Context: an optimization exercise on an open-source flow, tuned for small area. The choices shown serve that exercise and are no tape-out recipe.
In this exercise RTL edits were held to simulation tests only and were not proved equivalent to the original.

==> 05-23: inputs <==
## foc_top
module foc_top #(
    parameter              INIT_CYCLES  = 4000,      
    parameter logic        ANGLE_INV    = 1'b0,
    parameter logic [ 7:0] POLE_PAIR    = 8'd14,
    parameter logic [ 8:0] MAX_AMP      = 9'd384,
    parameter logic [ 8:0] SAMPLE_DELAY = 9'd120,
    parameter logic [23:0] Kp           = 24'd5169,
    parameter logic [23:0] Ki           = 24'd3
) (
    input  wire               rstn,
    input  wire               clk,
    input  wire        [11:0] phi,
    output wire               sn_adc,
    input  wire               en_adc,
    input  wire        [11:0] adc_a, adc_b, adc_c,
    output wire               pwm_en,
    output wire               pwm_a,
    output wire               pwm_b,
    output wire               pwm_c,
    output wire               en_idq,
    output wire signed [15:0] id,
    output wire signed [15:0] iq,
    input  wire signed [15:0] id_aim,
    input  wire signed [15:0] iq_aim,
    output reg                init_done
);
function integer bits_for(input integer v);
    integer n;
    begin
        n = 1;
        while ((1 << n) <= v) n = n + 1;
        bits_for = n;
    end
endfunction
localparam CW = bits_for(INIT_CYCLES);
reg  [CW-1:0] init_cnt;
reg  [  11:0] init_phi;
function automatic [32:0] rca (input [31:0] a, input [31:0] b, input ci);
    integer i;
    reg c;
    begin
        c = ci;
        for (i = 0; i < 32; i = i + 1) begin
            rca[i] = a[i] ^ b[i] ^ c;
            c = (a[i] & b[i]) | (a[i] & c) | (b[i] & c);
        end
        rca[32] = c;
    end
endfunction
wire [  32:0] dphi_w  = ANGLE_INV ? rca({20'd0, init_phi}, {20'd0, ~phi}, 1'b1) : rca({20'd0, phi}, {20'd0, ~init_phi}, 1'b1);
  ...
clock: 16.0 ns
lec_check: 0
abc_area: 1
cap_margin: 20
cell_pad_in_sites_detail_placement: 1
cell_pad_in_sites_global_placement: 1
core_margin: 2
core_utilization: 25
place_density: 0.4
slew_margin: 20
synth_memory_max_bits: 131072
standard.sh (not shown) runs the stock make flow with config.mk's settings and CLKGATE_MAP_FILE= SYNTH_SCRIPT=/design/flow/synth_recipe.tcl, a recipe that flattens the netlist after the stock synthesis.
==> flow/flow/run.sh <==
#!/bin/bash
# Layout: the standard ORFS flow (standard.sh), plus one netlist pass between synthesis
# and floorplan: flow/polarity.py lets full adders work on complemented values where that
# saves inverters (a full adder is self-dual), and drops the synthesis buffers (the
# placement repair adds the buffers the layout needs). Registers are not touched.
set -euo pipefail
R=orfs/results/${FLOW_PLATFORM}/foc_top/base
bash standard.sh synth > synth.log 2>&1
cp "$R/1_2_yosys.v" 1_2_yosys.standard.v
python3 flow/polarity.py 1_2_yosys.standard.v "$R/1_2_yosys.v" --buffers > polarity.log 2>&1
touch "$R/1_2_yosys.v"
bash standard.sh > layout.log 2>&1
Other scripts of this flow, unchanged in this note and not shown: flow/flow/polarity.py
==> inputs of 07-05, as changes to 05-23 <==
==> flow/flow/run.sh (replaced) <==
#!/bin/bash
# Layout: the standard ORFS flow (standard.sh), plus two netlist passes between synthesis
# and floorplan. flow/polarity.py lets full adders work on complemented values where that
# saves inverters (a full adder is self-dual) and drops the synthesis buffers (placement
# repair adds the buffers the layout needs); flow/resyn.sh then re-maps the remaining
# combinational cells with ABC for area. Registers, full and half adders are not touched.
set -euo pipefail
R=orfs/results/${FLOW_PLATFORM}/foc_top/base
LIB=${FLOW_HOME}/platforms/sky130hd/lib/sky130_fd_sc_hd__tt_025C_1v80.lib
bash standard.sh synth > synth.log 2>&1
cp "$R/1_2_yosys.v" 1_2_yosys.standard.v
python3 flow/polarity.py 1_2_yosys.standard.v 1_2_yosys.polarity.v --buffers > polarity.log 2>&1
bash flow/resyn.sh 1_2_yosys.polarity.v "$R/1_2_yosys.v" "$LIB" > resyn.log 2>&1
touch "$R/1_2_yosys.v"
bash standard.sh > layout.log 2>&1
==> flow/flow/resyn.sh (new file) <==
#!/bin/bash
# resyn.sh IN.v OUT.v LIB: re-map the combinational cells of a mapped netlist with ABC
# (area mapping), keeping every register, full adder, half adder and tie cell as it is.
set -euo pipefail
IN=$1; OUT=$2; LIB=$3
KEEP=$(grep -o 'sky130_fd_sc_hd__[a-z0-9_]*' "$IN" | sort -u | grep -E '__(fa|ha)_|__(e|s)?df|__dl|__conb' | tr '\n' ' ')
DONT=""
for c in probe_p_8 probec_p_8 lpflow_bleeder_1 lpflow_clkbufkapwr_1 lpflow_clkbufkapwr_16 lpflow_clkbufkapwr_2 \
         lpflow_clkbufkapwr_4 lpflow_clkbufkapwr_8 lpflow_clkinvkapwr_1 lpflow_clkinvkapwr_16 lpflow_clkinvkapwr_2 \
         lpflow_clkinvkapwr_4 lpflow_clkinvkapwr_8 lpflow_decapkapwr_12 lpflow_decapkapwr_3 lpflow_decapkapwr_4 \
         lpflow_decapkapwr_6 lpflow_decapkapwr_8 lpflow_inputiso0n_1 lpflow_inputiso0p_1 lpflow_inputiso1n_1 \
         lpflow_inputiso1p_1 lpflow_inputisolatch_1 lpflow_isobufsrc_1 lpflow_isobufsrc_16 lpflow_isobufsrc_2 \
         lpflow_isobufsrc_4 lpflow_isobufsrc_8 lpflow_isobufsrckapwr_16 lpflow_lsbuf_lh_hl_isowell_tap_1 \
         lpflow_lsbuf_lh_hl_isowell_tap_2 lpflow_lsbuf_lh_hl_isowell_tap_4 lpflow_lsbuf_lh_isowell_4 \
         lpflow_lsbuf_lh_isowell_tap_1 lpflow_lsbuf_lh_isowell_tap_2 lpflow_lsbuf_lh_isowell_tap_4; do
    DONT="$DONT -dont_use sky130_fd_sc_hd__$c"
done
cat > resyn.ys <<EOT
read_liberty -ignore_miss_func $LIB
read_verilog $IN
hierarchy -top foc_top
blackbox $KEEP
flatten
opt_clean
abc -liberty $LIB $DONT -script +strash;dch,-f;map,-a;strash;dch,-f;map,-a;topo
opt_clean
hierarchy -top foc_top
stat -liberty $LIB
write_verilog -noattr -nohex -nodec $OUT
EOT
yosys -s resyn.ys
==> inputs of 06-08, as changes to 05-23 <==
Settings changed: CTS_BUF_LIST set to sky130_fd_sc_hd__clkbuf_8, GPL_TIMING_DRIVEN set to 0.
==> inputs of 11-11, as changes to 05-23 <==
==> flow/flow/run.sh (replaced) <==
#!/bin/bash
# Layout: the standard ORFS flow (standard.sh), plus two netlist passes between synthesis
# and floorplan. flow/polarity.py lets full adders work on complemented values where that
# saves inverters (a full adder is self-dual) and drops the synthesis buffers (placement
# repair adds the buffers the layout needs); flow/resyn.sh then re-maps the remaining
# combinational cells with ABC for area. Registers, full and half adders are not touched.
set -euo pipefail
R=orfs/results/${FLOW_PLATFORM}/foc_top/base
LIB=${FLOW_HOME}/platforms/sky130hd/lib/sky130_fd_sc_hd__tt_025C_1v80.lib
bash standard.sh synth > synth.log 2>&1
cp "$R/1_2_yosys.v" 1_2_yosys.standard.v
python3 flow/polarity.py 1_2_yosys.standard.v 1_2_yosys.polarity.v --buffers > polarity.log 2>&1
bash flow/resyn.sh 1_2_yosys.polarity.v "$R/1_2_yosys.v" "$LIB" > resyn.log 2>&1
touch "$R/1_2_yosys.v"
bash standard.sh > layout.log 2>&1
==> flow/flow/resyn.sh (new file) <==
#!/bin/bash
# resyn.sh IN.v OUT.v LIB: re-map the combinational cells of a mapped netlist with ABC
# (area mapping), keeping every register, full adder, half adder and tie cell as it is.
set -euo pipefail
IN=$1; OUT=$2; LIB=$3
KEEP=$(grep -o 'sky130_fd_sc_hd__[a-z0-9_]*' "$IN" | sort -u | grep -E '__(fa|ha)_|__(e|s)?df|__dl|__conb' | tr '\n' ' ')
DONT=""
for c in probe_p_8 probec_p_8 lpflow_bleeder_1 lpflow_clkbufkapwr_1 lpflow_clkbufkapwr_16 lpflow_clkbufkapwr_2 \
         lpflow_clkbufkapwr_4 lpflow_clkbufkapwr_8 lpflow_clkinvkapwr_1 lpflow_clkinvkapwr_16 lpflow_clkinvkapwr_2 \
         lpflow_clkinvkapwr_4 lpflow_clkinvkapwr_8 lpflow_decapkapwr_12 lpflow_decapkapwr_3 lpflow_decapkapwr_4 \
         lpflow_decapkapwr_6 lpflow_decapkapwr_8 lpflow_inputiso0n_1 lpflow_inputiso0p_1 lpflow_inputiso1n_1 \
         lpflow_inputiso1p_1 lpflow_inputisolatch_1 lpflow_isobufsrc_1 lpflow_isobufsrc_16 lpflow_isobufsrc_2 \
         lpflow_isobufsrc_4 lpflow_isobufsrc_8 lpflow_isobufsrckapwr_16 lpflow_lsbuf_lh_hl_isowell_tap_1 \
         lpflow_lsbuf_lh_hl_isowell_tap_2 lpflow_lsbuf_lh_hl_isowell_tap_4 lpflow_lsbuf_lh_isowell_4 \
         lpflow_lsbuf_lh_isowell_tap_1 lpflow_lsbuf_lh_isowell_tap_2 lpflow_lsbuf_lh_isowell_tap_4; do
    DONT="$DONT -dont_use sky130_fd_sc_hd__$c"
done
cat > resyn.ys <<EOT
read_liberty -ignore_miss_func $LIB
read_verilog $IN
hierarchy -top foc_top
blackbox $KEEP
flatten
opt_clean
abc -liberty $LIB $DONT -script +strash;dch;map,-a;topo
opt_clean
hierarchy -top foc_top
stat -liberty $LIB
write_verilog -noattr -nohex -nodec $OUT
EOT
yosys -s resyn.ys
==> comparison <==
Of 05-23 and 07-05, 07-05 has the higher sequential share of layout area (gap 0.28 points). Count of clock-buffer cells in the layout: 11-11 < 05-23 < 07-05 < 06-08. The highest maximum frequency belongs to 07-05, the lowest to 06-08. Non-clock buffer count, highest first: 11-11, 07-05, 05-23, 06-08. The lowest worst setup slack belongs to 06-08, the highest to 07-05. 06-08 completed with no timing, DRC or antenna violations. 05-23 completed without violations. 11-11 finished with timing, DRC and antenna clean. 07-05 passed the timing, design-rule and antenna checks.
==> figures <==
metric                                                                07-05                     05-23                     06-08                     11-11
Placement Rows                                                          201                       203                       203                       201
Mean area per synthesized cell                                     9.21 um2                  8.91 um2                  8.91 um2                  9.16 um2
Inverters                                                              1372                      1486                      1486                      1443
Area used by sequential logic in the layout                       15700 um2                 15700 um2                 15800 um2                 15700 um2
Startpoint of the worst register-to-register path  park_tr_i.s3b[1]$_DFF_P_  park_tr_i.s3b[0]$_DFF_P_  park_tr_i.s3a[5]$_DFF_P_  park_tr_i.s3b[1]$_DFF_P_
Total detailed-routing wirelength                                 354000 um                 350000 um                 349000 um                 363000 um
RSZ-0062 raised after global routing                                      -                     false                     false                         -
Cells after synthesis                                                  8170                      8641                      8641                      8252
Result of the run                                   complete, no violations   complete, no violations   complete, no violations   complete, no violations
Ratio of layout area to synthesized area                             1.152x                    1.144x                    1.149x                    1.152x
Post-CTS setup buffers                                                    0                         0                        21                         0
Cells after DPL                                                       12522                     13077                     12926                     12623
Antenna violations before repair                                         10                         8                         8                         8
Die Span Y                                                           553 um                    559 um                    559 um                    554 um
Worst-case setup margin in the final layout                          723 ps                    673 ps                    524 ps                    606 ps

-- separate check: timing with driven ports --
How much do the figures lean on ideal ports? The routed layouts below were timed once more, with nothing changed but the port constraints. Step 1 assumes that a clkbuf_16 drives the clock port and a buf_2 every other input. Step 2 adds t to the input delays and takes it off the output delays; t is the mean of the earliest and latest rising clock arrival at the registers after step 1. Input paths then give back, and output paths get back, about the clock's delay inside the block. Slacks: ideal / step 1 / step 2; pairs: ideal / step 1.
run	shift t [ns]	slack for setup (ns)	hold slack, ns
05-23	0.893	0.673 / 0.673 / 0.673	0.273 / 0.273 / 0.273
07-05	0.939	0.723 / 0.723 / 0.723	0.312 / 0.312 / 0.312
06-08	1.020	0.524 / 0.524 / 0.524	0.171 / 0.171 / 0.171
11-11	0.918	0.606 / 0.606 / 0.606	0.193 / 0.193 / 0.193
After both steps every run listed still meets setup and hold.
